Background: an optimization exercise with open tools, aiming at a short achievable clock period and few clock cycles. Do not read the settings as production practice. Where RTL was checked, it was by simulation tests only, not by an equivalence proof against the original. The RTL of runs 1 and 3 was laid out without a check of its function. No activity file was given, so power comes from the tool's default toggle rates.

[design/flow/config.mk]
export PLATFORM = sky130hd
export DESIGN_NAME = cpu
export DESIGN_NICKNAME = cpu
export VERILOG_FILES = /design/flow/design.v
export SDC_FILE = /design/flow/constraint.sdc
export NUM_CORES = 4
export LEC_CHECK = 0
export CAP_MARGIN = 20
export CORE_MARGIN = 2
export CORE_UTILIZATION = 40
export SETUP_SLACK_MARGIN = 2.0
export SLEW_MARGIN = 20
[design/flow/constraint.sdc]
create_clock -name core_clock -period 4.0 [get_ports {CLOCK}]
set_input_delay 0.8000 -clock core_clock [delete_from_list [all_inputs] [get_ports {CLOCK}]]
set_output_delay 0.8000 -clock core_clock [all_outputs]
set_load 0.01 [all_outputs]
[design/flow/design.v]
module cpu (
    input  logic       CLOCK
  , input  logic       RESET
  , input  logic [7:0] read_bus
  , output logic [3:0] ctrl_bus
  , output logic [7:0] addr_bus
  , output logic [7:0] write_bus
  , output logic [7:0] OUT
);
  localparam int U_NB0 = 0, U_NB1 = 1, U_NB2 = 2, U_JMP = 3, U_JCC = 4, U_ADD = 5,
                 U_CMP = 6, U_PUSH = 7, U_POP = 8, U_ALU = 9, U_Z = 10, U_HLT = 11,
                 U_R1 = 12, U_R2 = 13, U_W = 14, U_WIMM = 15, U_DSTA = 16, U_DSTSP = 17,
                 U_YA = 18, U_YSP = 19, U_YIMM = 20, U_XA = 21, U_XSP = 22, U_R1S0 = 23,
                 U_R1S1 = 24, U_R2S0 = 25, U_R2S1 = 26, U_HSB = 27, U_W_ = 28;
  function automatic logic [U_W_-1:0] pdec(input logic [7:0] o);
    logic mac, add, cmp, push, pop, jmp, jcc, nop, hlt, hs, hd;
    logic [2:0] sm, dm;
    logic [U_W_-1:0] u;
    mac  = ~(o[7] & o[6]);
    add  = o[7:6] == 2'b01;
    cmp  = o[7:6] == 2'b10;
    push = o[7:3] == 5'b11000;
    pop  = o[7:3] == 5'b11001;
    jmp  = o == 8'b11010000;
    jcc  = o[7:4] == 4'b1110;
    nop  = o == 8'b11111110;
    hlt  = o[7:6] == 2'b11 & ~(push | pop | jmp | jcc | nop);
    sm   = o[2:0];
    dm   = pop ? o[2:0] : o[5:3];
    hs   = (mac | push) & sm[1];
    hd   = (mac | pop) & (dm[1:0] == 2'b10);
    u = '0;
    u[U_NB2]   = hs & hd;
    u[U_NB1]   = jmp | jcc | hs | hd;
    u[U_NB0]   = 1'b0;
    u[U_JMP]   = jmp;
    u[U_JCC]   = jcc;
    u[U_ADD]   = add;
    u[U_CMP]   = cmp;
    u[U_PUSH]  = push;
    u[U_POP]   = pop;
    u[U_ALU]   = mac | push | pop;
    u[U_Z]     = jmp | jcc | nop | hlt;
    u[U_HLT]   = hlt;
    u[U_R1]    = ((mac | push) & (sm[1:0] == 2'b01 | sm[1:0] == 2'b10)) | pop;
    u[U_R2]    = (add | cmp) & (dm[1:0] == 2'b01 | dm[1:0] == 2'b10);
    u[U_W]     = hd | ((mac | pop) & dm == 3'b101) | push;
    u[U_WIMM]  = hd;
    u[U_DSTA]  = (mac | pop) & dm == 3'b000;
    u[U_DSTSP] = (mac | pop) & dm == 3'b100;
    u[U_YA]    = sm == 3'b000;
    u[U_YSP]   = sm == 3'b100;
    u[U_YIMM]  = sm[1:0] == 2'b11;
    u[U_XA]    = dm == 3'b000;
    u[U_XSP]   = dm == 3'b100;
    u[U_R1S0]  = ~pop & (sm[1:0] != 2'b10) & sm[2];
    u[U_R1S1]  = ~pop & (sm[1:0] == 2'b10);
    u[U_R2S0]  = (dm[1:0] != 2'b10) & dm[2];
    u[U_R2S1]  = dm[1:0] == 2'b10;
    if (pop) u[U_R1S0] = 1'b1;
    u[U_HSB]   = hs;
    pdec = u;
  endfunction
  logic [7:0] a, sp, last;
  logic       fc, fz, fs, fo, fu;
  logic [7:0] addr_q, wd_q;
  logic       wr_q;
  logic [7:0] fp;                   
  logic       fpx;
  logic [7:0] ra;                   
  logic [4:0] hb, hbm1, hbp1, hbp2;  
  logic [7:0]      b_d [0:3];
  logic [7:0]      b_a [0:3];
  logic [U_W_-1:0] b_u [0:3];
  logic [3:0]      rp, wp;          
  logic [3:0]      s0, s1, s2;      
  logic            s0r, s1r, s2r;   
  logic [3:0]      qt;              
  logic            pv;              
  logic            rv;              
  logic            ph;              
  localparam logic [1:0] X_EX = 2'd0, X_A1 = 2'd1, X_A2 = 2'd2, X_A3 = 2'd3;
  logic       xv;
  logic [1:0] xs;
  logic       p_add, p_cmp, p_push, p_pop, p_alu, p_z, p_jcc;
  logic       p_r1, p_r2, p_w, p_wimm, p_dsta, p_dstsp;
  logic       p_ya, p_ysp, p_yimm, p_xa, p_xsp;
  logic [1:0] p_r1s, p_r2s;         
  logic [7:0] p_sb, p_db, p_oa;     
  logic [3:0] p_cc;
  logic       p_off;                
  logic       sx_a, sx_sp, sx_rb, inv_rb;
  logic [3:0] syp, syn;             
  logic [3:0] rsel;                 
  logic [7:0] i_y;
  assign addr_bus  = addr_q;
  assign write_bus = wd_q;
  assign ctrl_bus  = {2'b00, wr_q, 1'b0};
  assign OUT       = a;
  function automatic logic [7:0] inc8(input logic [7:0] x);
    logic [7:0] c;
    c[0] = 1'b1;
    c[1] = x[0];
    c[2] = &x[1:0];
    c[3] = &x[2:0];
    c[4] = &x[3:0];
    c[5] = &x[4:0];
    c[6] = &x[5:0];
    c[7] = &x[6:0];
    inc8 = x ^ c;
  endfunction
  function automatic logic [7:0] dec8(input logic [7:0] x);
    logic [7:0] b;
    b[0] = 1'b1;
    b[1] = ~x[0];
    b[2] = ~|x[1:0];
    b[3] = ~|x[2:0];
    b[4] = ~|x[3:0];
    b[5] = ~|x[4:0];
    b[6] = ~|x[5:0];
    b[7] = ~|x[6:0];
    dec8 = x ^ b;
  endfunction
  function automatic logic [8:0] add8(input logic [7:0] x, input logic [7:0] y, input logic ci);
    logic [7:0] g, p, t;
    logic [8:0] c;
    g = x & y; p = x | y; t = x ^ y;
    c[0] = ci;
    c[1] = g[0] | p[0] & ci;
    c[2] = g[1] | p[1] & g[0] | p[1] & p[0] & ci;
    c[3] = g[2] | p[2] & g[1] | p[2] & p[1] & g[0] | p[2] & p[1] & p[0] & ci;
    c[4] = g[3] | p[3] & g[2] | p[3] & p[2] & g[1] | p[3] & p[2] & p[1] & g[0]
         | p[3] & p[2] & p[1] & p[0] & ci;
    for (int i = 5; i <= 8; i++) begin
      logic gg, pp;
      gg = g[i-1]; pp = p[i-1];
      for (int j = i - 2; j >= 4; j--) begin
        gg = gg | pp & g[j];
        pp = pp & p[j];
      end
      c[i] = gg | pp & c[4];
    end
    add8 = {c[8], t ^ c[7:0]};
  endfunction
  function automatic logic [3:0] rot(input logic [3:0] x, input int n);
    logic [7:0] d;
    d = {x, x} << n;
    rot = d[7:4];
  endfunction
  logic [U_W_-1:0] rb_u;
  assign rb_u = pdec(read_bus);
  logic [7:0]      vq0, vq1, vq2, va0, va1;
  logic [U_W_-1:0] vu0;
  always_comb begin
    vq0 = {8{s0r}} & read_bus;
    vq1 = {8{s1r}} & read_bus;
    vq2 = {8{s2r}} & read_bus;
    va0 = {8{s0r}} & ra;
    va1 = {8{s1r}} & ra;
    vu0 = {U_W_{s0r}} & rb_u;
    for (int k = 0; k < 4; k++) begin
      vq0 = vq0 | ({8{s0[k]}} & b_d[k]);
      vq1 = vq1 | ({8{s1[k]}} & b_d[k]);
      vq2 = vq2 | ({8{s2[k]}} & b_d[k]);
      va0 = va0 | ({8{s0[k]}} & b_a[k]);
      va1 = va1 | ({8{s1[k]}} & b_a[k]);
      vu0 = vu0 | ({U_W_{s0[k]}} & b_u[k]);
    end
  end
  logic av1, av2, av3, av4;         
  assign av1 = qt[0] | rv;
  assign av2 = qt[1] | (qt[0] & rv);
  assign av3 = qt[2] | (qt[1] & rv);
  assign av4 = qt[3] | (qt[2] & rv);
  logic [7:0] fa, hd;
  assign fa = fpx ? fp : inc8(fp);
  assign hd = qt[0] ? va0 : rv ? ra : pv ? addr_q : fa;
  function automatic logic cond(input logic [3:0] cc, input logic c, input logic z,
                                input logic s, input logic v);
    logic b;
    case (cc[3:1])
      3'd0: b = v;
      3'd1: b = c;
      3'd2: b = z;
      3'd3: b = c | z;
      3'd4: b = s;
      3'd5: b = 1'b0;
      3'd6: b = s ^ v;
      default: b = z | (s ^ v);
    endcase
    cond = (cc[3:1] == 3'd5) | (b ^ cc[0]);
  endfunction
  logic bytes_ok;
  always_comb begin
    if (ph) bytes_ok = vu0[U_NB2] ? av2 : av1;
    else    bytes_ok = vu0[U_NB2] ? av3 : vu0[U_NB1] ? av2 : av1;
  end
  logic [3:0] cons_h;
  logic n0, n1, n2;                 
  assign n0 = ~vu0[U_NB1];
  assign n1 = vu0[U_NB1] & ~vu0[U_NB2];
  assign n2 = vu0[U_NB2];
  assign cons_h = ph ? {1'b0, n2, n1, n0} : {n2, n1, n0, 1'b0};
  logic [7:0] sb, db;
  always_comb begin
    sb = ph ? vq0 : vq1;
    case ({~ph, vu0[U_HSB]})
      2'b00:   db = vq0;
      2'b01,
      2'b10:   db = vq1;
      default: db = vq2;
    endcase
  end
  logic x_done;
  always_comb begin
    case (xs)
      X_EX:    x_done = xv & ~p_r1 & ~p_r2;
      X_A3:    x_done = 1'b1;
      default: x_done = 1'b0;
    endcase
  end
  logic x_alu;
  assign x_alu = x_done & p_alu;
  logic [7:0] e_x, yy;
  always_comb begin
    e_x = ({8{sx_a}} & a) | ({8{sx_sp}} & sp) | ({8{sx_rb}} & (read_bus ^ {8{inv_rb}}));
    yy  = ({8{syp[0]}} & a) | ({8{syp[1]}} & sp) | ({8{syp[2]}} & p_sb) | ({8{syp[3]}} & i_y)
        | ({8{syn[0]}} & ~a) | ({8{syn[1]}} & ~sp) | ({8{syn[2]}} & ~p_sb) | ({8{syn[3]}} & ~i_y);
  end
  logic [7:0] sum, res;
  logic       c8, s8;
  logic       n_c, n_z, n_s, n_o, n_u;
  always_comb begin
    logic sub_nz;
    {c8, sum} = add8(e_x, yy, p_cmp);
    s8 = e_x[7] ^ yy[7] ^ c8;
    sub_nz = inv_rb ? (read_bus != 8'd0) : (yy != 8'hff);
    n_c = p_cmp ? (c8 & sub_nz) : c8;
    n_z = ((e_x ^ yy) == {(e_x[6:0] | yy[6:0]), p_cmp});
    n_s = sum[7];
    n_o = ~s8 & sum[7];
    n_u = s8 & ~sum[7];
    res = ({8{rsel[0]}} & sum) | ({8{rsel[1]}} & last) | ({8{rsel[2]}} & yy)
        | ({8{rsel[3]}} & read_bus);
  end
  logic [7:0] sp_inc, sp_dec;
  assign sp_inc = inc8(sp);
  assign sp_dec = dec8(sp);
  logic x_whit;
  always_comb begin
    logic hit_db, hit_sp;
    hit_db = (p_db[7] | (p_db[6] & p_db[5])) & ((p_db[7:3] == hb) | (p_db[7:3] == hbp1));
    hit_sp = (sp[7] | (sp[6] & (sp[5] | sp[4:0] == 5'h1f)))
           & ((sp[7:3] == hbm1) | (sp[7:3] == hb) | (sp[7:3] == hbp1) | (sp[7:3] == hbp2));
    x_whit = p_wimm ? hit_db : hit_sp;
  end
  logic [7:0] x_waddr;
  always_comb begin
    if (p_wimm) x_waddr = p_db;
    else if (p_push) x_waddr = sp_dec;
    else if (p_pop) x_waddr = sp_inc;
    else x_waddr = sp;
  end
  logic       x_rq, x_rqw;
  logic [7:0] x_addr;
  always_comb begin
    x_rq = 1'b0; x_rqw = 1'b0; x_addr = x_waddr;
    if (xv & xs == X_EX & p_r1) begin
      x_rq = 1'b1;
      x_addr = p_r1s == 2'd0 ? a : p_r1s == 2'd1 ? sp : p_sb;
    end else if (xv & xs == X_EX & p_r2) begin
      x_rq = 1'b1;
      x_addr = p_r2s == 2'd0 ? a : p_r2s == 2'd1 ? sp : p_db;
    end else if (xs == X_A1 & p_r1 & p_r2) begin
      x_rq = 1'b1;
      x_addr = p_r2s == 2'd0 ? a : p_r2s == 2'd1 ? sp : p_db;
    end else if (x_done & p_w) begin
      x_rq = 1'b1; x_rqw = 1'b1;
    end
  end
  logic [7:0] x_tgt;
  assign x_tgt = add8(p_oa, p_sb, 1'b1);
  logic xjt, xwh, xfl;
  assign xjt = xv & xs == X_EX & p_jcc & p_off & cond(p_cc, fc, fz, fs, fo);
  assign xwh = x_done & p_w & x_whit;
  assign xfl = xjt | xwh;
  logic x_free, dload, redir;
  assign x_free = ~xv | x_done;
  assign dload  = bytes_ok & x_free & ~xfl;
  assign redir  = xfl;
  logic [3:0] ch;                   
  assign ch = dload ? cons_h : 4'b0001;
  logic [7:0] rd_a;
  assign rd_a = xjt ? x_tgt : hd;
  logic room;
  always_comb begin
    case ({pv, rv})
      2'b00: room = ~qt[3];
      2'b11: room = ~qt[1];
      default: room = ~qt[2];
    endcase
  end
  logic [3:0] qt_n, rp_n;
  always_comb begin
    qt_n = ({4{ch[0]}} & {av4, av3, av2, av1})
         | ({4{ch[1]}} & {1'b0, av4, av3, av2})
         | ({4{ch[2]}} & {2'b00, av4, av3})
         | ({4{ch[3]}} & {3'b000, av4});
    rp_n = ({4{ch[0]}} & rp) | ({4{ch[1]}} & rot(rp, 1))
         | ({4{ch[2]}} & rot(rp, 2)) | ({4{ch[3]}} & rot(rp, 3));
    if (redir) begin
      qt_n = 4'd0;
      rp_n = 4'b0001;
    end
  end
  always_ff @(posedge CLOCK) begin
    logic [3:0] ysel;
    if (RESET) begin
      a <= 8'd0; sp <= 8'h80; last <= 8'd0;
      fc <= 1'b0; fz <= 1'b0; fs <= 1'b0; fo <= 1'b0; fu <= 1'b0;
      addr_q <= 8'd0; wd_q <= 8'd0; wr_q <= 1'b0;
      fp <= 8'd0; fpx <= 1'b0; ra <= 8'd0;
      hb <= 5'd0; hbm1 <= 5'h1f; hbp1 <= 5'd1; hbp2 <= 5'd2;
      rp <= 4'b0001; wp <= 4'b0001;
      s0 <= 4'd0; s1 <= 4'd0; s2 <= 4'd0; s0r <= 1'b1; s1r <= 1'b1; s2r <= 1'b1;
      qt <= 4'd0; pv <= 1'b1; rv <= 1'b0; ph <= 1'b0;
      for (int i = 0; i < 4; i++) begin
        b_d[i] <= 8'd0; b_a[i] <= 8'd0; b_u[i] <= '0;
      end
      xv <= 1'b0; xs <= X_EX;
      p_add <= 1'b0; p_cmp <= 1'b0; p_push <= 1'b0; p_pop <= 1'b0; p_alu <= 1'b0;
      p_z <= 1'b0; p_jcc <= 1'b0;
      p_r1 <= 1'b0; p_r2 <= 1'b0; p_w <= 1'b0; p_wimm <= 1'b0; p_dsta <= 1'b0; p_dstsp <= 1'b0;
      p_ya <= 1'b0; p_ysp <= 1'b0; p_yimm <= 1'b0; p_xa <= 1'b0; p_xsp <= 1'b0;
      sx_a <= 1'b0; sx_sp <= 1'b0; sx_rb <= 1'b0; inv_rb <= 1'b0;
      syp <= 4'd0; syn <= 4'd0; rsel <= 4'd0;
      p_r1s <= 2'd0; p_r2s <= 2'd0;
      p_sb <= 8'd0; p_db <= 8'd0; p_oa <= 8'd0; p_cc <= 4'd0; p_off <= 1'b0;
      i_y <= 8'd0;
    end else begin
      for (int k = 0; k < 4; k++) begin
        if (rv & wp[k]) begin
          b_d[k] <= read_bus; b_a[k] <= ra; b_u[k] <= rb_u;
        end
      end
      qt <= qt_n;
      rp <= rp_n;
      s0 <= {4{qt_n[0]}} & rp_n;
      s1 <= {4{qt_n[1]}} & rot(rp_n, 1);
      s2 <= {4{qt_n[2]}} & rot(rp_n, 2);
      s0r <= ~qt_n[0];
      s1r <= ~qt_n[1];
      s2r <= ~qt_n[2];
      rv <= pv & ~redir;
      ra <= addr_q;
      if (redir) wp <= 4'b0001;
      else if (rv) wp <= rot(wp, 1);
      hb <= hd[7:3];
      hbm1 <= hd[7:3] - 5'd1;
      hbp1 <= hd[7:3] + 5'd1;
      hbp2 <= hd[7:3] + 5'd2;
      if (x_rq) begin
        addr_q <= x_addr;
        wr_q   <= x_rqw;
        if (x_rqw) wd_q <= res;
        pv     <= 1'b0;
        if (redir) begin fp <= rd_a; fpx <= 1'b1; end
      end else if (redir) begin
        addr_q <= rd_a;
        wr_q   <= 1'b0;
        pv     <= 1'b1;
        fp     <= rd_a;
        fpx    <= 1'b0;
      end else if (room) begin
        addr_q <= fa;
        wr_q   <= 1'b0;
        pv     <= 1'b1;
        fp     <= fa;
        fpx    <= 1'b0;
      end else begin
        wr_q   <= 1'b0;
        pv     <= 1'b0;
      end
      if (x_alu) begin
        last <= res;
        if (p_dsta) a <= res;
        if (p_dstsp) sp <= res;
        else if (p_push) sp <= sp_dec;
        else if (p_pop) sp <= sp_inc;
        if (p_add | p_cmp) begin
          fc <= n_c; fz <= n_z; fs <= n_s; fo <= n_o; fu <= n_u;
        end
      end
      if (xv & xs == X_EX & p_z) last <= 8'd0;
      case (xs)
        X_EX: if (xv & (p_r1 | p_r2)) xs <= X_A1;
        X_A1: xs <= (p_r1 & p_r2) ? X_A2 : X_A3;
        X_A2: begin
          i_y <= read_bus;
          xs <= X_A3;
        end
        default: xs <= X_EX;
      endcase
      if ((xs == X_A1 & ~(p_r1 & p_r2)) | xs == X_A2) begin
        sx_rb <= 1'b1; sx_a <= 1'b0; sx_sp <= 1'b0;
        inv_rb <= p_cmp & ~p_r2;
        if (p_r2) begin
          ysel = {p_r1, ~p_r1 & p_yimm, ~p_r1 & p_ysp, ~p_r1 & p_ya};
          syp <= ysel & {4{~p_cmp}};
          syn <= ysel & {4{p_cmp}};
        end else begin
          syp <= {2'b00, p_xsp, p_xa};
          syn <= 4'd0;
        end
        rsel <= {~p_add & ~p_cmp, 1'b0, p_cmp, p_add};
      end
      if (dload) ph <= vu0[U_HLT];
      if (x_free) begin
        xv <= dload;
        p_add <= vu0[U_ADD]; p_cmp <= vu0[U_CMP]; p_push <= vu0[U_PUSH]; p_pop <= vu0[U_POP];
        p_alu <= vu0[U_ALU];
        p_z <= vu0[U_Z];
        p_jcc <= vu0[U_JCC] | vu0[U_JMP];
        p_oa <= ph ? va0 : va1;
        p_r1 <= vu0[U_R1]; p_r2 <= vu0[U_R2]; p_w <= vu0[U_W]; p_wimm <= vu0[U_WIMM];
        p_dsta <= vu0[U_DSTA]; p_dstsp <= vu0[U_DSTSP];
        p_ya <= vu0[U_YA]; p_ysp <= vu0[U_YSP]; p_yimm <= vu0[U_YIMM];
        p_xa <= vu0[U_XA]; p_xsp <= vu0[U_XSP];
        sx_a <= vu0[U_XA]; sx_sp <= vu0[U_XSP]; sx_rb <= 1'b0; inv_rb <= 1'b0;
        ysel = {1'b0, vu0[U_YIMM], vu0[U_YSP], vu0[U_YA]};
        syp <= ysel & {4{~vu0[U_CMP]}};
        syn <= ysel & {4{vu0[U_CMP]}};
        rsel <= {1'b0, ~vu0[U_ADD] & ~vu0[U_CMP], vu0[U_CMP], vu0[U_ADD]};
        p_r1s <= {vu0[U_R1S1], vu0[U_R1S0]};
        p_r2s <= {vu0[U_R2S1], vu0[U_R2S0]};
        p_sb <= sb; p_db <= db;
        p_cc <= vu0[U_JMP] ? 4'b1010 : vq0[3:0];
        p_off <= sb != 8'd0;
      end
    end
  end
endmodule
[design/flow/run.sh]
#!/bin/bash
# synth_recipe.tcl (not shown) runs the flow's synth.tcl, then flattens the netlist and writes it again
# the make line also repeats each setting of config.mk as NAME=value (left out here)
make -C /OpenROAD-flow-scripts/flow DESIGN_CONFIG=/design/flow/config.mk WORK_HOME=/design/flow/orfs CLKGATE_MAP_FILE= SYNTH_SCRIPT=/design/flow/synth_recipe.tcl finish
==> results of run 1 <==
power by group through the flow:
stage	Sequential, mW	Clock, mW	Combinational [mW]
floorplan	4.46	0	3.84
global route	5.00	4.14	7.91
global placement	4.94	0	4.92
finish	4.97	3.96	7.45
CTS	4.90	3.99	6.32
detailed placement	4.95	0	4.97
state kept, by name, indices dropped and copies added (netlist names), 8 cells and up:
register / count
b_u: 108
b_a: 32
b_d: 32
a: 8
addr_q: 8
fp: 8
i_y: 8
last: 8
p_db: 8
p_oa: 8
p_sb: 8
ra: 8
sp: 8
wd_q: 8
per-layer routing:
metal	share of wire	wire [um]
met1	0.41	30300
met2	0.46	34000
met3	0.099	7420
met4	0.040	3000
met5	0	0
logic make-up after synthesis:
group / after synthesis / synth area share
buffers and inverters: 298 / 0.0629
AOI/OAI and AO/OA: 668 / 0.238
adders and majority gates: 65 / 0.0443
muxes: 70 / 0.0376
xor gates and xnor gates: 75 / 0.0348
DFF: 360 / 0.382
other: 1 / 0.000199
and+or+nand+nor: 855 / 0.200
metrics by stage:
| step | worst slack [ps] | cell area [um2] | instances | setup TNS (ps) | power, mW |
|---|---|---|---|---|---|
| global route | 750 | 25800 | 3202 | 0 | 17.0 |
| floorplan | 268 | 19600 | 2394 | 0 | 8.30 |
| CTS | 962 | 24200 | 3117 | 0 | 15.2 |
| global placement | -248 | 20500 | 2934 | -1240 | 9.86 |
| finish | 913 | 25800 | 3203 | 0 | 16.4 |
| detailed placement | -251 | 20500 | 2934 | -2310 | 9.93 |
synth_stat cells, types with 10 or more instances:
library cell  count
a211oi_1         57
nand2b_1         12
nor3_1           37
nand4_1          21
clkbuf_1        164
a21oi_1         247
o22ai_1          10
dfxtp_1         360
nor4_1           16
a22oi_1          79
mux2i_1          63
buf_1            18
nor2_1          220
nand3_1          56
o21ai_0          69
buf_2            14
a311oi_1         10
nand2_1         411
xor2_1           41
and2_1           13
a221oi_1         34
inv_1            90
a222oi_1         49
ha_1             62
o31ai_1          11
nor2b_1          20
xnor2_1          34
a31oi_1          21
layout make-up:
class                   count  area [um2]
diodes                      1        2.50
clock buffers              57        1220
clock inverters            16         180
fillers                  4088       20700
inverters                  91         365
well taps                 607         759
flip-flops and latches    360        7340
repair buffers            332        3210
multi-input cells        1739       12800
worst max-delay path, cell delays in order (launching register included):
cell and delay (ps):
dfxtp_4 380, mux2i_1 180, nand4_1 270, inv_2 190
ha_4 140, nand2b_4 120, a21oi_4 70, o21bai_4 180
a21oi_2 90, or2_4 240, fa_2 400, a222oi_1 210
a21boi_2 220, nor2_1 50, a21oi_1 130, a211oi_1 80
worst paths after layout:
check / start / to / slack, ps / depth (start not counted)
min: b_u[2][27] / b_u[2][27] / 450 / 2
max reg2reg: sp[0] / sp[4] / 910 / 15
max: sp[0] / sp[4] / 910 / 15
min reg2reg: b_u[2][27] / b_u[2][27] / 450 / 2
timing repair:
action,4_1_cts,5_1_grt
hold buffers,0,0
buffers inserted,105,85
pin swaps,111,110
endpoints found under the setup margin,270,210
resized for setup,431,228
cloned,5,0
==> metrics.md, run 1 <==
| Metric | Value |
|---|---|
| Area delta synth->final | 36.8% |
| RSZ-0062 raised after global routing | true |
| Clock power frac | 0.242 |
| Detailed Route WL | approximately 75,000 um |
| Clock skew | around 14 ps |
| Hold Fails Final Rpt | 0 |
| Clock latency on the worst-skew pair | slightly below 600 ps |
| Largest net degree at the start of global routing | roughly 160 |
| Fin util | 0.555 |
| Switch share | 0.406 |
| Clk slew on worst S/H paths | ~70 ps |
| Antenna violations before repair | 2 |
| Leakage | ~9.5 nW |
| Core box area | between 0.04 and 0.05 mm2 |
| Element type at the critical path start | register |
| Post-synth EDFFs | 0 |
| Syn_area_per_cell | approximately 8 um2 |
| Row count | a little under 80 |
| Crit path kind | reg2reg |
| Flop pwr share | 0.304 |
| Crit path max fanout | 3 |
| Fmax | ~320 MHz |
| H-tree levels | 2 |
| Worst hold slack | around 450 ps |
| Vias per cell | a little over 6 |
| Die Footprint | 0.0490 mm2 |
| Period utilization | 0.772 |
| Hold Crit Class | reg2reg |
| CTS tree | done |
| Met3 Usage GRT | 0.0613 |
| Drt pass-1 iters | 9 |
| I/O pin cnt | 38 |
| Post-DP HPWL | ~45,000 um |
| Synth warn | 4 |
| Remaining antenna violation count after routing | 0 |
| CTS buffer count | a little over 40 |
| Initial Utilization | 0.406 |
| Synth Flop Type | dfxtp_1 |
| DIE HEIGHT | roughly 220 um |
| Most common cell after layout, fill and taps aside | nand2_1 |
| Layout Nets | ~2,600 |
| Count of final max-slew check failures | 0 |
| Yosys top cell area share | 0.382 |
| Share of layout cells above drive strength 1 | 0.310 |
| WL/cell | ~23 um |
| CTS sink cnt | 360 |
| Global-route wire length before repair | 110,000 um |
| RePlAce Congestion | ~0.93 |
| Logic pwr share | 0.455 |
| Total Routing Usage GR | 0.286 |
| Max Buffers Root-to-Sink | 3 |
| Global route hottest layer | met2 |
| Min Tclk post-route | 3090 ps |
| Root buffer cell | clkbuf_16 |
| Most frequent cells in the layout | 386 x nand2_1, 307 x dfxtp_1, 215 x a21oi_1 |
| Total global routing overflow | 0 |
| Final setup viols | 0 |
| Post-synthesis sequential area ratio | 0.382 |
| Peak supply drop | roughly 0.45 mV |
| Outcome | timing/DRC/antenna clean |
| Number of global-route vias before repair | between 15,000 and 20,000 |
| Async S/R FF share, synth | 0 |
| Slew headroom | 0.286 |
| Routed vias | approximately 20,000 |
| Synth unique cells | between 80 and 90 |
| Buffers on Ports | 34 |
| Psw | 6.64 mW |
| Slew @ Worst Pin | 1070 ps |
| Pwr/cell area | ~630 mW/mm2 |
| Yosys reg bits | 360 |
| CP endpoint kind | register |
| WP data arrival | approximately 3500 ps |
| Cell Int Power | a little under 10 mW |
| Critical path required time | 4440 ps |
| Area leader, netlist | dfxtp_1 |
| Met2 GRT Util | 0.452 |
| Iteration-0 DRC Markers | 2,381 |
| Die W | roughly 220 um |
| Top post-synthesis cells by area | dfxtp_1 38%, nand2_1 8.2%, a21oi_1 6.5% |
| Gate Count Post-Synth | 2,392 |
| M1 GR Usage | 0.375 |
| Maxcap violations | 0 |
| Drt drc | 0 |
| Cell Area, Synth | about 0.019 mm2 |
==> inputs of run 2 (changes only) <==
--- a/design/flow/design.v
+++ b/design/flow/design.v
@@ -68,7 +68,7 @@
   logic [7:0] fp;                   
   logic       fpx;
   logic [7:0] ra;                   
-  logic [4:0] hb, hbm1, hbp1, hbp2;  
+  logic       sir;                  
   logic [7:0]      b_d [0:3];
   logic [7:0]      b_a [0:3];
   logic [U_W_-1:0] b_u [0:3];
@@ -89,10 +89,12 @@
   logic [7:0] p_sb, p_db, p_oa;     
   logic [3:0] p_cc;
   logic       p_off;                
-  logic       sx_a, sx_sp, sx_rb, inv_rb;
-  logic [3:0] syp, syn;             
-  logic [3:0] rsel;                 
-  logic [7:0] i_y;
+  logic       sx_a, sx_sp;          
+  logic [2:0] syp, syn;             
+  logic [7:0] opy;                  
+  logic       inv_rb;
+  logic [4:0] a_sel, sp_sel, l_sel, w_sel;
+  logic       a_hold, sp_hold, sp_dsel, sp_isel, l_hold, w_hold, f_e, f_m;
   assign addr_bus  = addr_q;
   assign write_bus = wd_q;
   assign ctrl_bus  = {2'b00, wr_q, 1'b0};
@@ -152,12 +154,12 @@
   logic [7:0]      vq0, vq1, vq2, va0, va1;
   logic [U_W_-1:0] vu0;
   always_comb begin
-    vq0 = {8{s0r}} & read_bus;
+    vq0 = 8'd0;
     vq1 = {8{s1r}} & read_bus;
     vq2 = {8{s2r}} & read_bus;
-    va0 = {8{s0r}} & ra;
+    va0 = 8'd0;
     va1 = {8{s1r}} & ra;
-    vu0 = {U_W_{s0r}} & rb_u;
+    vu0 = '0;
     for (int k = 0; k < 4; k++) begin
       vq0 = vq0 | ({8{s0[k]}} & b_d[k]);
       vq1 = vq1 | ({8{s1[k]}} & b_d[k]);
@@ -192,8 +194,8 @@
   endfunction
   logic bytes_ok;
   always_comb begin
-    if (ph) bytes_ok = vu0[U_NB2] ? av2 : av1;
-    else    bytes_ok = vu0[U_NB2] ? av3 : vu0[U_NB1] ? av2 : av1;
+    if (ph) bytes_ok = qt[0] & (vu0[U_NB2] ? av2 : av1);
+    else    bytes_ok = qt[0] & (vu0[U_NB2] ? av3 : vu0[U_NB1] ? av2 : av1);
   end
   logic [3:0] cons_h;
   logic n0, n1, n2;                 
@@ -219,41 +221,42 @@
       default: x_done = 1'b0;
     endcase
   end
-  logic x_alu;
-  assign x_alu = x_done & p_alu;
-  logic [7:0] e_x, yy;
-  always_comb begin
-    e_x = ({8{sx_a}} & a) | ({8{sx_sp}} & sp) | ({8{sx_rb}} & (read_bus ^ {8{inv_rb}}));
-    yy  = ({8{syp[0]}} & a) | ({8{syp[1]}} & sp) | ({8{syp[2]}} & p_sb) | ({8{syp[3]}} & i_y)
-        | ({8{syn[0]}} & ~a) | ({8{syn[1]}} & ~sp) | ({8{syn[2]}} & ~p_sb) | ({8{syn[3]}} & ~i_y);
-  end
-  logic [7:0] sum, res;
-  logic       c8, s8;
-  logic       n_c, n_z, n_s, n_o, n_u;
-  always_comb begin
-    logic sub_nz;
-    {c8, sum} = add8(e_x, yy, p_cmp);
-    s8 = e_x[7] ^ yy[7] ^ c8;
-    sub_nz = inv_rb ? (read_bus != 8'd0) : (yy != 8'hff);
-    n_c = p_cmp ? (c8 & sub_nz) : c8;
-    n_z = ((e_x ^ yy) == {(e_x[6:0] | yy[6:0]), p_cmp});
-    n_s = sum[7];
-    n_o = ~s8 & sum[7];
-    n_u = s8 & ~sum[7];
-    res = ({8{rsel[0]}} & sum) | ({8{rsel[1]}} & last) | ({8{rsel[2]}} & yy)
-        | ({8{rsel[3]}} & read_bus);
-  end
+  logic [7:0] ex_x, ey, sum_e;
+  logic       c8_e, s8_e, ec, ez, es, eo, eu;
+  always_comb begin
+    ex_x = ({8{sx_a}} & a) | ({8{sx_sp}} & sp);
+    ey   = ({8{syp[0]}} & a) | ({8{syp[1]}} & sp) | ({8{syp[2]}} & p_sb)
+         | ({8{syn[0]}} & ~a) | ({8{syn[1]}} & ~sp) | ({8{syn[2]}} & ~p_sb);
+    {c8_e, sum_e} = add8(ex_x, ey, p_cmp);
+    s8_e = ex_x[7] ^ ey[7] ^ c8_e;
+    ec = p_cmp ? (c8_e & (ey != 8'hff)) : c8_e;
+    ez = ((ex_x ^ ey) == {(ex_x[6:0] | ey[6:0]), p_cmp});
+    es = sum_e[7];
+    eo = ~s8_e & sum_e[7];
+    eu = s8_e & ~sum_e[7];
+  end
+  logic [7:0] mx, sum_m;
+  logic       c8_m, s8_m, mc, mz, ms, mo, mu;
+  always_comb begin
+    mx = read_bus ^ {8{inv_rb}};
+    {c8_m, sum_m} = add8(mx, opy, p_cmp);
+    s8_m = mx[7] ^ opy[7] ^ c8_m;
+    mc = p_cmp ? (c8_m & (inv_rb ? (read_bus != 8'd0) : (opy != 8'hff))) : c8_m;
+    mz = ((mx ^ opy) == {(mx[6:0] | opy[6:0]), p_cmp});
+    ms = sum_m[7];
+    mo = ~s8_m & sum_m[7];
+    mu = s8_m & ~sum_m[7];
+  end
+  function automatic logic [7:0] pick(input logic [4:0] sel, input logic [7:0] se,
+      input logic [7:0] sm, input logic [7:0] sl, input logic [7:0] sy, input logic [7:0] sr);
+    pick = ({8{sel[0]}} & se) | ({8{sel[1]}} & sm) | ({8{sel[2]}} & sl)
+         | ({8{sel[3]}} & sy) | ({8{sel[4]}} & sr);
+  endfunction
   logic [7:0] sp_inc, sp_dec;
   assign sp_inc = inc8(sp);
   assign sp_dec = dec8(sp);
   logic x_whit;
-  always_comb begin
-    logic hit_db, hit_sp;
-    hit_db = (p_db[7] | (p_db[6] & p_db[5])) & ((p_db[7:3] == hb) | (p_db[7:3] == hbp1));
-    hit_sp = (sp[7] | (sp[6] & (sp[5] | sp[4:0] == 5'h1f)))
-           & ((sp[7:3] == hbm1) | (sp[7:3] == hb) | (sp[7:3] == hbp1) | (sp[7:3] == hbp2));
-    x_whit = p_wimm ? hit_db : hit_sp;
-  end
+  assign x_whit = sir;
   logic [7:0] x_waddr;
   always_comb begin
     if (p_wimm) x_waddr = p_db;
@@ -287,9 +290,19 @@
   logic x_free, dload, redir;
   assign x_free = ~xv | x_done;
   assign dload  = bytes_ok & x_free & ~xfl;
-  assign redir  = xfl;
+  assign redir  = (xjt & ~jskip) | xwh;
+  logic out2, out3, out4, jskip;
+  assign out2 = qt[1] | (qt[0] & (rv | pv)) | (rv & pv);
+  assign out3 = qt[2] | (qt[1] & (rv | pv)) | (qt[0] & rv & pv);
+  assign out4 = qt[3] | (qt[2] & (rv | pv)) | (qt[1] & rv & pv);
+  assign jskip = (p_sb[7:2] == 6'd0)
+               & ((p_sb[1:0] == 2'd1 & out2) | (p_sb[1:0] == 2'd2 & out3) | (p_sb[1:0] == 2'd3 & out4));
   logic [3:0] ch;                   
-  assign ch = dload ? cons_h : 4'b0001;
+  always_comb begin
+    if (dload) ch = cons_h;
+    else if (xjt & jskip) ch = {p_sb[1:0] == 2'd3, p_sb[1:0] == 2'd2, p_sb[1:0] == 2'd1, 1'b0};
+    else ch = 4'b0001;
+  end
   logic [7:0] rd_a;
   assign rd_a = xjt ? x_tgt : hd;
   logic room;
@@ -314,13 +327,12 @@
     end
   end
   always_ff @(posedge CLOCK) begin
-    logic [3:0] ysel;
     if (RESET) begin
       a <= 8'd0; sp <= 8'h80; last <= 8'd0;
       fc <= 1'b0; fz <= 1'b0; fs <= 1'b0; fo <= 1'b0; fu <= 1'b0;
       addr_q <= 8'd0; wd_q <= 8'd0; wr_q <= 1'b0;
       fp <= 8'd0; fpx <= 1'b0; ra <= 8'd0;
-      hb <= 5'd0; hbm1 <= 5'h1f; hbp1 <= 5'd1; hbp2 <= 5'd2;
+      sir <= 1'b0;
       rp <= 4'b0001; wp <= 4'b0001;
       s0 <= 4'd0; s1 <= 4'd0; s2 <= 4'd0; s0r <= 1'b1; s1r <= 1'b1; s2r <= 1'b1;
       qt <= 4'd0; pv <= 1'b1; rv <= 1'b0; ph <= 1'b0;
@@ -332,11 +344,12 @@
       p_z <= 1'b0; p_jcc <= 1'b0;
       p_r1 <= 1'b0; p_r2 <= 1'b0; p_w <= 1'b0; p_wimm <= 1'b0; p_dsta <= 1'b0; p_dstsp <= 1'b0;
       p_ya <= 1'b0; p_ysp <= 1'b0; p_yimm <= 1'b0; p_xa <= 1'b0; p_xsp <= 1'b0;
-      sx_a <= 1'b0; sx_sp <= 1'b0; sx_rb <= 1'b0; inv_rb <= 1'b0;
-      syp <= 4'd0; syn <= 4'd0; rsel <= 4'd0;
+      sx_a <= 1'b0; sx_sp <= 1'b0; syp <= 3'd0; syn <= 3'd0; opy <= 8'd0; inv_rb <= 1'b0;
+      a_sel <= 5'd0; sp_sel <= 5'd0; l_sel <= 5'd0; w_sel <= 5'd0;
+      a_hold <= 1'b1; sp_hold <= 1'b1; sp_dsel <= 1'b0; sp_isel <= 1'b0; l_hold <= 1'b1; w_hold <= 1'b1;
+      f_e <= 1'b0; f_m <= 1'b0;
       p_r1s <= 2'd0; p_r2s <= 2'd0;
       p_sb <= 8'd0; p_db <= 8'd0; p_oa <= 8'd0; p_cc <= 4'd0; p_off <= 1'b0;
-      i_y <= 8'd0;
     end else begin
       for (int k = 0; k < 4; k++) begin
         if (rv & wp[k]) begin
@@ -355,14 +368,10 @@
       ra <= addr_q;
       if (redir) wp <= 4'b0001;
       else if (rv) wp <= rot(wp, 1);
-      hb <= hd[7:3];
-      hbm1 <= hd[7:3] - 5'd1;
-      hbp1 <= hd[7:3] + 5'd1;
-      hbp2 <= hd[7:3] + 5'd2;
+      sir <= hd >= 8'h59;
       if (x_rq) begin
         addr_q <= x_addr;
         wr_q   <= x_rqw;
-        if (x_rqw) wd_q <= res;
         pv     <= 1'b0;
         if (redir) begin fp <= rd_a; fpx <= 1'b1; end
       end else if (redir) begin
@@ -381,38 +390,53 @@
         wr_q   <= 1'b0;
         pv     <= 1'b0;
       end
-      if (x_alu) begin
-        last <= res;
-        if (p_dsta) a <= res;
-        if (p_dstsp) sp <= res;
-        else if (p_push) sp <= sp_dec;
-        else if (p_pop) sp <= sp_inc;
-        if (p_add | p_cmp) begin
-          fc <= n_c; fz <= n_z; fs <= n_s; fo <= n_o; fu <= n_u;
-        end
-      end
-      if (xv & xs == X_EX & p_z) last <= 8'd0;
+      a    <= pick(a_sel, sum_e, sum_m, last, ey, read_bus) | ({8{a_hold}} & a);
+      sp   <= pick(sp_sel, sum_e, sum_m, last, ey, read_bus) | ({8{sp_hold}} & sp)
+            | ({8{sp_dsel}} & sp_dec) | ({8{sp_isel}} & sp_inc);
+      last <= pick(l_sel, sum_e, sum_m, last, ey, read_bus) | ({8{l_hold}} & last);
+      wd_q <= pick(w_sel, sum_e, sum_m, last, ey, read_bus) | ({8{w_hold}} & wd_q);
+      if (f_e) begin fc <= ec; fz <= ez; fs <= es; fo <= eo; fu <= eu; end
+      if (f_m) begin fc <= mc; fz <= mz; fs <= ms; fo <= mo; fu <= mu; end
       case (xs)
         X_EX: if (xv & (p_r1 | p_r2)) xs <= X_A1;
         X_A1: xs <= (p_r1 & p_r2) ? X_A2 : X_A3;
-        X_A2: begin
-          i_y <= read_bus;
-          xs <= X_A3;
-        end
+        X_A2: xs <= X_A3;
         default: xs <= X_EX;
       endcase
-      if ((xs == X_A1 & ~(p_r1 & p_r2)) | xs == X_A2) begin
-        sx_rb <= 1'b1; sx_a <= 1'b0; sx_sp <= 1'b0;
-        inv_rb <= p_cmp & ~p_r2;
-        if (p_r2) begin
-          ysel = {p_r1, ~p_r1 & p_yimm, ~p_r1 & p_ysp, ~p_r1 & p_ya};
-          syp <= ysel & {4{~p_cmp}};
-          syn <= ysel & {4{p_cmp}};
-        end else begin
-          syp <= {2'b00, p_xsp, p_xa};
-          syn <= 4'd0;
-        end
-        rsel <= {~p_add & ~p_cmp, 1'b0, p_cmp, p_add};
+      if (xs == X_A2) begin
+        opy <= read_bus ^ {8{p_cmp}}; inv_rb <= 1'b0;
+      end else if (xs == X_A1 & ~p_r2) begin
+        opy <= ({8{p_xa}} & a) | ({8{p_xsp}} & sp); inv_rb <= p_cmp;
+      end else if (xs == X_A1 & ~p_r1) begin
+        opy <= (({8{p_ya}} & a) | ({8{p_ysp}} & sp) | ({8{p_yimm}} & p_sb)) ^ {8{p_cmp}};
+        inv_rb <= 1'b0;
+      end
+      begin
+        logic nx_ex, nx_a3, nx_z, cm, c_add, c_cmp, c_dsta, c_dstsp, c_push, c_pop, c_w;
+        logic [4:0] roh;
+        nx_ex = x_free & dload & vu0[U_ALU] & ~vu0[U_R1] & ~vu0[U_R2];
+        nx_z  = x_free & dload & vu0[U_Z];
+        nx_a3 = (xs == X_A1 & ~(p_r1 & p_r2)) | (xs == X_A2);
+        c_add   = nx_ex ? vu0[U_ADD]   : p_add;
+        c_cmp   = nx_ex ? vu0[U_CMP]   : p_cmp;
+        c_dsta  = nx_ex ? vu0[U_DSTA]  : p_dsta;
+        c_dstsp = nx_ex ? vu0[U_DSTSP] : p_dstsp;
+        c_push  = nx_ex ? vu0[U_PUSH]  : p_push;
+        c_pop   = nx_ex ? vu0[U_POP]   : p_pop;
+        c_w     = nx_ex ? vu0[U_W]     : p_w;
+        cm = nx_ex | nx_a3;
+        if (nx_ex) roh = {1'b0, ~c_add & ~c_cmp, c_cmp, 1'b0, c_add};
+        else       roh = {~c_add & ~c_cmp, 1'b0, c_cmp, c_add, 1'b0};
+        roh = roh & {5{cm}};
+        a_sel <= roh & {5{c_dsta}};       a_hold <= ~(cm & c_dsta);
+        sp_sel <= roh & {5{c_dstsp}};
+        sp_dsel <= cm & c_push;
+        sp_isel <= cm & c_pop & ~c_dstsp;
+        sp_hold <= ~(cm & (c_dstsp | c_push | c_pop));
+        l_sel <= roh;                     l_hold <= ~cm & ~nx_z;
+        w_sel <= roh & {5{c_w}};          w_hold <= ~(cm & c_w);
+        f_e <= nx_ex & (c_add | c_cmp);
+        f_m <= nx_a3 & (c_add | c_cmp);
       end
       if (dload) ph <= vu0[U_HLT];
       if (x_free) begin
@@ -426,11 +450,9 @@
         p_dsta <= vu0[U_DSTA]; p_dstsp <= vu0[U_DSTSP];
         p_ya <= vu0[U_YA]; p_ysp <= vu0[U_YSP]; p_yimm <= vu0[U_YIMM];
         p_xa <= vu0[U_XA]; p_xsp <= vu0[U_XSP];
-        sx_a <= vu0[U_XA]; sx_sp <= vu0[U_XSP]; sx_rb <= 1'b0; inv_rb <= 1'b0;
-        ysel = {1'b0, vu0[U_YIMM], vu0[U_YSP], vu0[U_YA]};
-        syp <= ysel & {4{~vu0[U_CMP]}};
-        syn <= ysel & {4{vu0[U_CMP]}};
-        rsel <= {1'b0, ~vu0[U_ADD] & ~vu0[U_CMP], vu0[U_CMP], vu0[U_ADD]};
+        sx_a <= vu0[U_XA]; sx_sp <= vu0[U_XSP];
+        syp <= {vu0[U_YIMM], vu0[U_YSP], vu0[U_YA]} & {3{~vu0[U_CMP]}};
+        syn <= {vu0[U_YIMM], vu0[U_YSP], vu0[U_YA]} & {3{vu0[U_CMP]}};
         p_r1s <= {vu0[U_R1S1], vu0[U_R1S0]};
         p_r2s <= {vu0[U_R2S1], vu0[U_R2S0]};
         p_sb <= sb; p_db <= db;
==> metrics.md, run 2 <==
| Metric | Value |
|---|---|
| Routed vias | approximately 20,000 |
| Top post-synthesis cells by area | dfxtp_1 37%, nand2_1 8.0%, a21oi_1 6.2% |
| Critical Path Most Common Cell | a21o_4 |
| Max FFs per register | about 110 |
| CP endpoint kind | register |
| Remaining antenna violation count after routing | 0 |
| M1 GR Usage | 0.397 |
| Maxcap violations | 0 |
| H-tree levels | 2 |
| Async S/R FF share, synth | 0 |
| Synth Flop Type | dfxtp_1 |
| Total Routing Usage GR | 0.294 |
| Global route hottest layer | met2 |
| Worst path bufs/invs | 1 |
| Yosys top cell area share | 0.373 |
| Clk slew on worst S/H paths | roughly 60 ps |
| Final Non-Filler Cells | about 3,200 |
| Clock latency on the worst-skew pair | between 500 and 600 ps |
| Slew @ Worst Pin | between 900 and 1000 ps |
| Cell Area, Synth | approximately 0.019 mm2 |
| Root buffer cell | clkbuf_16 |
| Syn_area_per_cell | between 7 and 8 um2 |
| Drt pass-1 iters | 7 |
| Multi-input gate area | 0.0136 mm2 |
| Crit path kind | reg2reg |
| Top cells by count, synth | 412 x nand2_1, 359 x dfxtp_1, 238 x a21oi_1 |
| Pwr/cell area | about 380 mW/mm2 |
| Top Registers | b_u (108), b_a (32), b_d (32) |
| Slew headroom | 0.350 |
| WP data arrival | between 3000 and 4000 ps |
| Share of layout cells above drive strength 1 | 0.307 |
| Detailed Route WL | between 70,000 and 80,000 um |
| Hold Fails Final Rpt | 0 |
| Synth warn | 4 |
| Family with the most delay on the worst path | simple AND/OR/NAND/NOR gates |
| Synth unique cells | 76 |
| Fmax | roughly 360 MHz |
| Final setup viols | 0 |
| Initial Utilization | 0.404 |
| Peak supply drop | 0.282 mV |
| CTS tree | done |
| Die Footprint | between 0.04 and 0.05 mm2 |
| Met2 GRT Util | 0.468 |
| Period utilization | 0.693 |
| RePlAce Congestion | between 0.9 and 1 |
| Hold Crit Class | reg2reg |
| Met3 Usage GRT | 0.0519 |
| Fin Setup TNS | 0 ps |
| Antenna diodes | 0 |
| Layout Nets | about 2,700 |
| Yosys reg bits | 359 |
| Total power | between 10 and 15 mW |
| Placed Cells incl. Taps | 2,950 |
| Gate Count Post-Synth | 2,457 |
| Outcome | timing/DRC/antenna clean |
| Area delta synth->final | 35.8% |
| CP Cell Sequence | inv_4 > ha_4 > or4b_4 > nand3_4 > o2111ai_4 > a21o_4 > or3_4 > a21o_4 > or2_4 > nor2_1 |
| CTS buffer count | 40 |
| Critical path required time | about 4500 ps |
| Leakage | around 9.4 nW |
| CTS sink cnt | about 360 |
| Post-synth EDFFs | 0 |
| Largest net degree at the start of global routing | roughly 110 |
| Sequential cell area | 0.00732 mm2 |
| Top reg by flops | b_u |
| RSZ-0062 raised after global routing | true |
| Clock skew | between 40 and 50 ps |
| I/O pin cnt | 38 |
| Crit path max fanout | 8 |
| DIE HEIGHT | around 220 um |
| Row count | 80 |
| Buffers on Ports | 34 |
| Element type at the critical path start | register |
| Slowest-stage cell, CP | or4b_4 |
| Max Buffers Root-to-Sink | 3 |
| Iteration-0 DRC Markers | roughly 2,800 |
| Most common cell after layout, fill and taps aside | nand2_1 |
| WL/cell | between 20 and 25 um |
| Most numerous cell in the Yosys netlist | nand2_1 |
| Hold Buf Count CTS | 0 |
| Drt drc | 0 |
| Core box area | approximately 0.048 mm2 |
| Count of final max-slew check failures | 0 |
| Area leader, netlist | dfxtp_1 |
| Vias per cell | about 6.2 |
| Total global routing overflow | 0 |
| Min Tclk post-route | about 2800 ps |
| Most frequent cells in the layout | 398 x nand2_1, 304 x dfxtp_1, 192 x a21oi_1 |
| Global-route wire length before repair | 114,000 um |
| Post-DP HPWL | 47,800 um |
| CP peak stage delay | about 500 ps |
| Post-synthesis sequential area ratio | 0.373 |
| Die W | ~220 um |
| Antenna violations before repair | 0 |
| Fillers | ~4,200 |
| Number of global-route vias before repair | about 19,000 |
## run 2: cell type report
cell class | instances | share of cell area
multi-input combinational | 1797 | 0.518
timing repair buffer | 281 | 0.103
sequential | 359 | 0.280
clock buffer | 58 | 0.0455
clock inverter | 15 | 0.00956
tap | 615 | 0.0294
inverter | 91 | 0.0149
## run 2: final timing paths
| check | slack (ps) | to | from | cells after the start |
|---|---|---|---|---|
| worst max-delay path | 1230 | a_sel[2] | xs[1] | 10 |
| worst min-delay path | 450 | b_u[1][17] | b_u[1][17] | 2 |
| worst max register to register | 1230 | a_sel[2] | xs[1] | 10 |
| worst min register to register | 450 | b_u[1][17] | b_u[1][17] | 2 |
## run 2: timing repair
action	in CTS	in global routing
buffers inserted	136	49
gates resized for setup	502	209
gates cloned	2	6
pin swaps	132	95
setup endpoints to repair	368	230
## run 2: report_power, final
group	switching, mW	internal [mW]
clock	1.61	2.47
sequential	0.237	3.73
combinational	1.19	0.796
## run 2: worst register-to-register path: stages (launching register included)
cell	delay, ps
dfxtp_4	360
inv_4	40
ha_4	230
or4b_4	500
nand3_4	120
o2111ai_4	130
a21o_4	240
or3_4	470
a21o_4	300
or2_4	240
nor2_1	80
## run 2: through the flow
stage	hold WS [ps]	setup WS (ps)	instance area, um2	util
final	454	1230	26200	0.549
after global routing	475	1130	26200	0.549
after CTS	455	1240	24900	0.522
after detailed placement	446	328	20700	0.435
after global placement	441	290	20700	0.435
after floorplan	432	1010	20500	-
## run 2: routing by layer
metal,up-vias,part of all wire
li1,8997,-
met1,9839,0.41
met2,1048,0.46
met3,206,0.097
met4,0,0.035
met5,-,0
## run 2: logic make-up after synthesis
family / share of synthesized area
AOI/OAI and AO/OA: 0.249
xor gates and xnor gates: 0.0318
and+or+nand+nor: 0.198
muxes: 0.0328
other: 0.000195
DFF: 0.373
buffers and inverters: 0.0607
adders and majority gates: 0.0539
Testbench counts of run 2, summed over its fixed seeds: cycles 23,184.
==> inputs of run 3 (changes only) <==
--- a/design/flow/design.v
+++ b/design/flow/design.v
@@ -79,9 +79,8 @@
   logic            pv;              
   logic            rv;              
   logic            ph;              
-  localparam logic [1:0] X_EX = 2'd0, X_A1 = 2'd1, X_A2 = 2'd2, X_A3 = 2'd3;
   logic       xv;
-  logic [1:0] xs;
+  logic       x_ex, x_a1, x_a2, x_a3, x_done, x_free;
   logic       p_add, p_cmp, p_push, p_pop, p_alu, p_z, p_jcc;
   logic       p_r1, p_r2, p_w, p_wimm, p_dsta, p_dstsp;
   logic       p_ya, p_ysp, p_yimm, p_xa, p_xsp;
@@ -213,14 +212,6 @@
       default: db = vq2;
     endcase
   end
-  logic x_done;
-  always_comb begin
-    case (xs)
-      X_EX:    x_done = xv & ~p_r1 & ~p_r2;
-      X_A3:    x_done = 1'b1;
-      default: x_done = 1'b0;
-    endcase
-  end
   logic [7:0] ex_x, ey, sum_e;
   logic       c8_e, s8_e, ec, ez, es, eo, eu;
   always_comb begin
@@ -268,13 +259,13 @@
   logic [7:0] x_addr;
   always_comb begin
     x_rq = 1'b0; x_rqw = 1'b0; x_addr = x_waddr;
-    if (xv & xs == X_EX & p_r1) begin
+    if (x_ex & p_r1) begin
       x_rq = 1'b1;
       x_addr = p_r1s == 2'd0 ? a : p_r1s == 2'd1 ? sp : p_sb;
-    end else if (xv & xs == X_EX & p_r2) begin
+    end else if (x_ex & p_r2) begin
       x_rq = 1'b1;
       x_addr = p_r2s == 2'd0 ? a : p_r2s == 2'd1 ? sp : p_db;
-    end else if (xs == X_A1 & p_r1 & p_r2) begin
+    end else if (x_a1 & p_r1 & p_r2) begin
       x_rq = 1'b1;
       x_addr = p_r2s == 2'd0 ? a : p_r2s == 2'd1 ? sp : p_db;
     end else if (x_done & p_w) begin
@@ -284,11 +275,10 @@
   logic [7:0] x_tgt;
   assign x_tgt = add8(p_oa, p_sb, 1'b1);
   logic xjt, xwh, xfl;
-  assign xjt = xv & xs == X_EX & p_jcc & p_off & cond(p_cc, fc, fz, fs, fo);
+  assign xjt = x_ex & p_jcc & p_off & cond(p_cc, fc, fz, fs, fo);
   assign xwh = x_done & p_w & x_whit;
   assign xfl = xjt | xwh;
-  logic x_free, dload, redir;
-  assign x_free = ~xv | x_done;
+  logic dload, redir;
   assign dload  = bytes_ok & x_free & ~xfl;
   assign redir  = (xjt & ~jskip) | xwh;
   logic out2, out3, out4, jskip;
@@ -339,7 +329,8 @@
       for (int i = 0; i < 4; i++) begin
         b_d[i] <= 8'd0; b_a[i] <= 8'd0; b_u[i] <= '0;
       end
-      xv <= 1'b0; xs <= X_EX;
+      xv <= 1'b0; x_ex <= 1'b0; x_a1 <= 1'b0; x_a2 <= 1'b0; x_a3 <= 1'b0;
+      x_done <= 1'b0; x_free <= 1'b1;
       p_add <= 1'b0; p_cmp <= 1'b0; p_push <= 1'b0; p_pop <= 1'b0; p_alu <= 1'b0;
       p_z <= 1'b0; p_jcc <= 1'b0;
       p_r1 <= 1'b0; p_r2 <= 1'b0; p_w <= 1'b0; p_wimm <= 1'b0; p_dsta <= 1'b0; p_dstsp <= 1'b0;
@@ -397,17 +388,24 @@
       wd_q <= pick(w_sel, sum_e, sum_m, last, ey, read_bus) | ({8{w_hold}} & wd_q);
       if (f_e) begin fc <= ec; fz <= ez; fs <= es; fo <= eo; fu <= eu; end
       if (f_m) begin fc <= mc; fz <= mz; fs <= ms; fo <= mo; fu <= mu; end
-      case (xs)
-        X_EX: if (xv & (p_r1 | p_r2)) xs <= X_A1;
-        X_A1: xs <= (p_r1 & p_r2) ? X_A2 : X_A3;
-        X_A2: xs <= X_A3;
-        default: xs <= X_EX;
-      endcase
-      if (xs == X_A2) begin
+      if (x_free) begin
+        x_ex <= dload;
+        x_a1 <= 1'b0; x_a2 <= 1'b0; x_a3 <= 1'b0;
+        x_done <= dload & ~vu0[U_R1] & ~vu0[U_R2];
+        x_free <= ~dload | (~vu0[U_R1] & ~vu0[U_R2]);
+      end else begin
+        x_ex <= 1'b0;
+        x_a1 <= x_ex;
+        x_a2 <= x_a1 & p_r1 & p_r2;
+        x_a3 <= (x_a1 & ~(p_r1 & p_r2)) | x_a2;
+        x_done <= (x_a1 & ~(p_r1 & p_r2)) | x_a2;
+        x_free <= (x_a1 & ~(p_r1 & p_r2)) | x_a2;
+      end
+      if (x_a2) begin
         opy <= read_bus ^ {8{p_cmp}}; inv_rb <= 1'b0;
-      end else if (xs == X_A1 & ~p_r2) begin
+      end else if (x_a1 & ~p_r2) begin
         opy <= ({8{p_xa}} & a) | ({8{p_xsp}} & sp); inv_rb <= p_cmp;
-      end else if (xs == X_A1 & ~p_r1) begin
+      end else if (x_a1 & ~p_r1) begin
         opy <= (({8{p_ya}} & a) | ({8{p_ysp}} & sp) | ({8{p_yimm}} & p_sb)) ^ {8{p_cmp}};
         inv_rb <= 1'b0;
       end
@@ -416,7 +414,7 @@
         logic [4:0] roh;
         nx_ex = x_free & dload & vu0[U_ALU] & ~vu0[U_R1] & ~vu0[U_R2];
         nx_z  = x_free & dload & vu0[U_Z];
-        nx_a3 = (xs == X_A1 & ~(p_r1 & p_r2)) | (xs == X_A2);
+        nx_a3 = (x_a1 & ~(p_r1 & p_r2)) | x_a2;
         c_add   = nx_ex ? vu0[U_ADD]   : p_add;
         c_cmp   = nx_ex ? vu0[U_CMP]   : p_cmp;
         c_dsta  = nx_ex ? vu0[U_DSTA]  : p_dsta;
==> metrics.md, run 3 <==
| Metric | Value |
|---|---|
| Outcome | timing/DRC/antenna clean |
| Pwr/cell area | around 380 mW/mm2 |
| Total power | 9.56 mW |
| Top cells by count, synth | 406 x nand2_1, 361 x dfxtp_1, 232 x a21oi_1 |
| Fin Setup TNS | 0 ps |
| Min Tclk post-route | 2850 ps |
| Buffers on Ports | 34 |
| RePlAce Congestion | roughly 0.93 |
| Dpl ws | between 200 and 300 ps |
| Simple-Gate Fraction of Synth Area | 0.191 |
| Crit path max fanout | 7 |
| Element type at the critical path start | register |
| Finished Cell Area | between 0.02 and 0.025 mm2 |
| Top Registers | b_u (108), b_a (32), b_d (32) |
| Total global routing overflow | 0 |
| Top reg by flops | b_u |
| Layout Nets | between 2,000 and 3,000 |
| Placement-stage cell area | around 0.02 mm2 |
| Core box area | 0.0475 mm2 |
| Clk slew on worst S/H paths | about 60 ps |
| Cell Area, Synth | 0.0192 mm2 |
| Global-route wire length before repair | 111,000 um |
| Fmax | 351 MHz |
| Peak supply drop | about 0.26 mV |
| Most common cell after layout, fill and taps aside | nand2_1 |
| Compound-cell area share of the yosys netlist | 0.249 |
| Final WS setup | roughly 1200 ps |
| Critical path required time | 4450 ps |
| Largest family of logic cells by synthesized area | compound AO/OA/AOI/OAI gates |
| Leakage | between 9 and 10 nW |
| Drt pass-1 iters | 10 |
| Yosys top cell area share | 0.377 |
| Max FFs per register | 108 |
| CP Cell Sequence | and3b_1 > or4_4 > or3_4 > nand3_4 > nand2b_4 > or3_4 > buf_4 > mux2i_4 > or2_1 |
| Iteration-0 DRC Markers | approximately 2,500 |
| Psw | roughly 2.8 mW |
| H-tree levels | 2 |
| Hold Buf Count CTS | 0 |
| Synth warn | 4 |
| DIE HEIGHT | between 200 and 250 um |
| Cell Int Power | slightly below 7 mW |
| CTS sink cnt | between 300 and 400 |
| Syn_area_per_cell | roughly 7.9 um2 |
| Maxcap violations | 0 |
| Post-synthesis sequential area ratio | 0.377 |
| Number of global-route vias before repair | 18,300 |
| Detailed Route WL | ~74,000 um |
| Family with the most delay on the worst path | simple AND/OR/NAND/NOR gates |
| Max Buffers Root-to-Sink | 3 |
| WL/cell | between 20 and 25 um |
| Post-DP HPWL | about 47,000 um |
| Antenna diodes | 0 |
| CP peak stage delay | ~470 ps |
| Die Footprint | roughly 0.050 mm2 |
| Crit path kind | reg2reg |
| Yosys reg bits | 361 |
| Hold Crit Class | reg2reg |
| Drt drc | 0 |
| Count of final max-slew check failures | 0 |
| CTS tree | done |
| RSZ-0062 raised after global routing | true |
| Post-synth EDFFs | 0 |
| Logic pwr share | 0.172 |
| CP endpoint kind | register |
| Row count | 80 |
| Hold Fails Final Rpt | 0 |
| Synth unique cells | 78 |
| Xor/xnor cell area share of the yosys netlist | 0.0338 |
| Remaining antenna violation count after routing | 0 |
| Area delta synth->final | 30.3% |
| Most frequent cells in the layout | 394 x nand2_1, 307 x dfxtp_1, 214 x a21oi_1 |
| Share of layout cells above drive strength 1 | 0.265 |
| Area leader, netlist | dfxtp_1 |
| Initial Utilization | 0.403 |
| Flop pwr share | 0.413 |
| CTS buffer count | between 40 and 50 |
| Synth Flop Type | dfxtp_1 |
| Routed vias | around 19,000 |
| Worst path bufs/invs | 1 |
| Async S/R FF share, synth | 0 |
| Clock latency on the worst-skew pair | 590 ps |
| Root buffer cell | clkbuf_16 |
| WP data arrival | 3290 ps |
| Largest net degree at the start of global routing | ~130 |
| Top post-synthesis cells by area | dfxtp_1 38%, nand2_1 7.9%, a21oi_1 6.1% |
| Switch share | 0.292 |
| Antenna violations before repair | 0 |
| Vias per cell | 6.15 |
| Critical Path Most Common Cell | or3_4 |
| Clock skew | 34.7 ps |
| Final setup viols | 0 |
| Clock power frac | 0.416 |
| Total Routing Usage GR | 0.286 |
| Post-synthesis mux area share | 0.0382 |
| Most numerous cell in the Yosys netlist | nand2_1 |
| Slew @ Worst Pin | approximately 970 ps |
| Slowest-stage cell, CP | or4_4 |
| Slew headroom | 0.354 |
| Adder-Cell Fraction of Synth Area | 0.0502 |
| Gate Count Post-Synth | around 2,400 |
| Die W | roughly 220 um |
| I/O pin cnt | 38 |
| Period utilization | 0.712 |
[run 3: changes by cell type in the layout (fill, tap and decap cells not counted), sizes merged, moves of 10 or more]
cell	change
and2	-16
o211ai	-10
a22o	+14
nor3	-13
buf	-27
o31ai	+10
mux2i	+10
[run 3: layout make-up]
cell class | instances | area, um2
fillers | 4295 | 22600
multi-input cells | 1757 | 12800
flip-flops and latches | 361 | 7370
repair buffers | 251 | 2320
clock buffers | 63 | 1270
well taps | 615 | 769
inverters | 89 | 353
clock inverters | 12 | 148
[run 3: cell families after synthesis]
family,after synthesis
fa+ha+maj,74
buf+inv,301
other cells,1
simple gates,837
xor+xnor,74
flops,361
mux,72
compound gates,696
[run 3: final timing paths]
check             depth (start not counted)       start          to  slack [ps]
hold reg to reg                           2  b_u[3][27]  b_u[3][27]         450
hold / removal                            2  b_u[3][27]  b_u[3][27]         450
setup / recovery                          9     p_cc[2]      w_hold        1150
setup reg to reg                          9     p_cc[2]      w_hold        1150
[run 3: worst register-to-register path: stages (launching register included)]
cell	delay [ps]
dfxtp_4	370
and3b_1	170
or4_4	470
or3_4	450
nand3_4	90
nand2b_4	70
or3_4	440
buf_4	170
mux2i_4	230
or2_1	240
[run 3: layer usage]
layer | vias up | GRT usage | wire (um)
li1 | 8789 | - | -
met1 | 9322 | 0.398 | 31200
met2 | 1036 | 0.446 | 32900
met3 | 201 | 0.0519 | 6960
met4 | 0 | 0.0985 | 2580
met5 | - | 0 | 0
[run 3: stage by stage]
stage	utilization	hold WS, ps	cells
2_1_floorplan	-	426	2418
3_3_place_gp	0.431	441	2910
3_5_place_dp	0.431	447	2910
4_1_cts	0.506	455	3091
5_1_grt	0.526	470	3148
6_report	0.526	453	3148
[run 3: repair_timing]
action / 4_1_cts / 5_1_grt
pin swaps: 117 / 97
setup buffers: 105 / 56
gates cloned: 1 / 1
resized for setup: 414 / 145
setup endpoints to repair: 244 / 248
[run 3: power groups by stage]
stage | clock (mW) | sequential, mW | combinational [mW]
6_report | 3.97 | 3.94 | 1.64
5_1_grt | 4.18 | 3.95 | 1.76
4_1_cts | 4.02 | 3.93 | 1.53
3_5_place_dp | 0 | 4.02 | 1.31
3_3_place_gp | 0 | 4.01 | 1.28
2_1_floorplan | 0 | 3.92 | 0.966

## re-timing with driven ports
The flow's constraints put no driver on any port. The routed layouts listed below were extracted and timed again, unchanged, in two steps. Step 1 assumes that a clkbuf_16 drives the clock port and a buf_2 every other input. Step 2 also shifts input and output timing later by t, the mid clock arrival at the registers, as if the neighbouring blocks saw the same clock. Slacks: no drivers / after step 1 / after step 2; pairs: no drivers / after step 1.
run | t (ns) | setup slack, ns | latest minus earliest clock arrival (ns) | worst data-port slew with drivers (ns)
run 1 | 0.629 | 0.913 / 0.913 / 0.344 | 0.014 / 0.015 | 0.04
run 2 | 0.625 | 1.228 / 1.228 / 0.862 | 0.043 / 0.043 | 0.08
run 3 | 0.631 | 1.152 / 1.152 / 0.755 | 0.037 / 0.037 | 0.04
After both steps setup and hold are still met in every run listed. The setup slack of run 1, which loses most, moves by 0.000 ns with the drivers and by -0.569 ns with both steps.
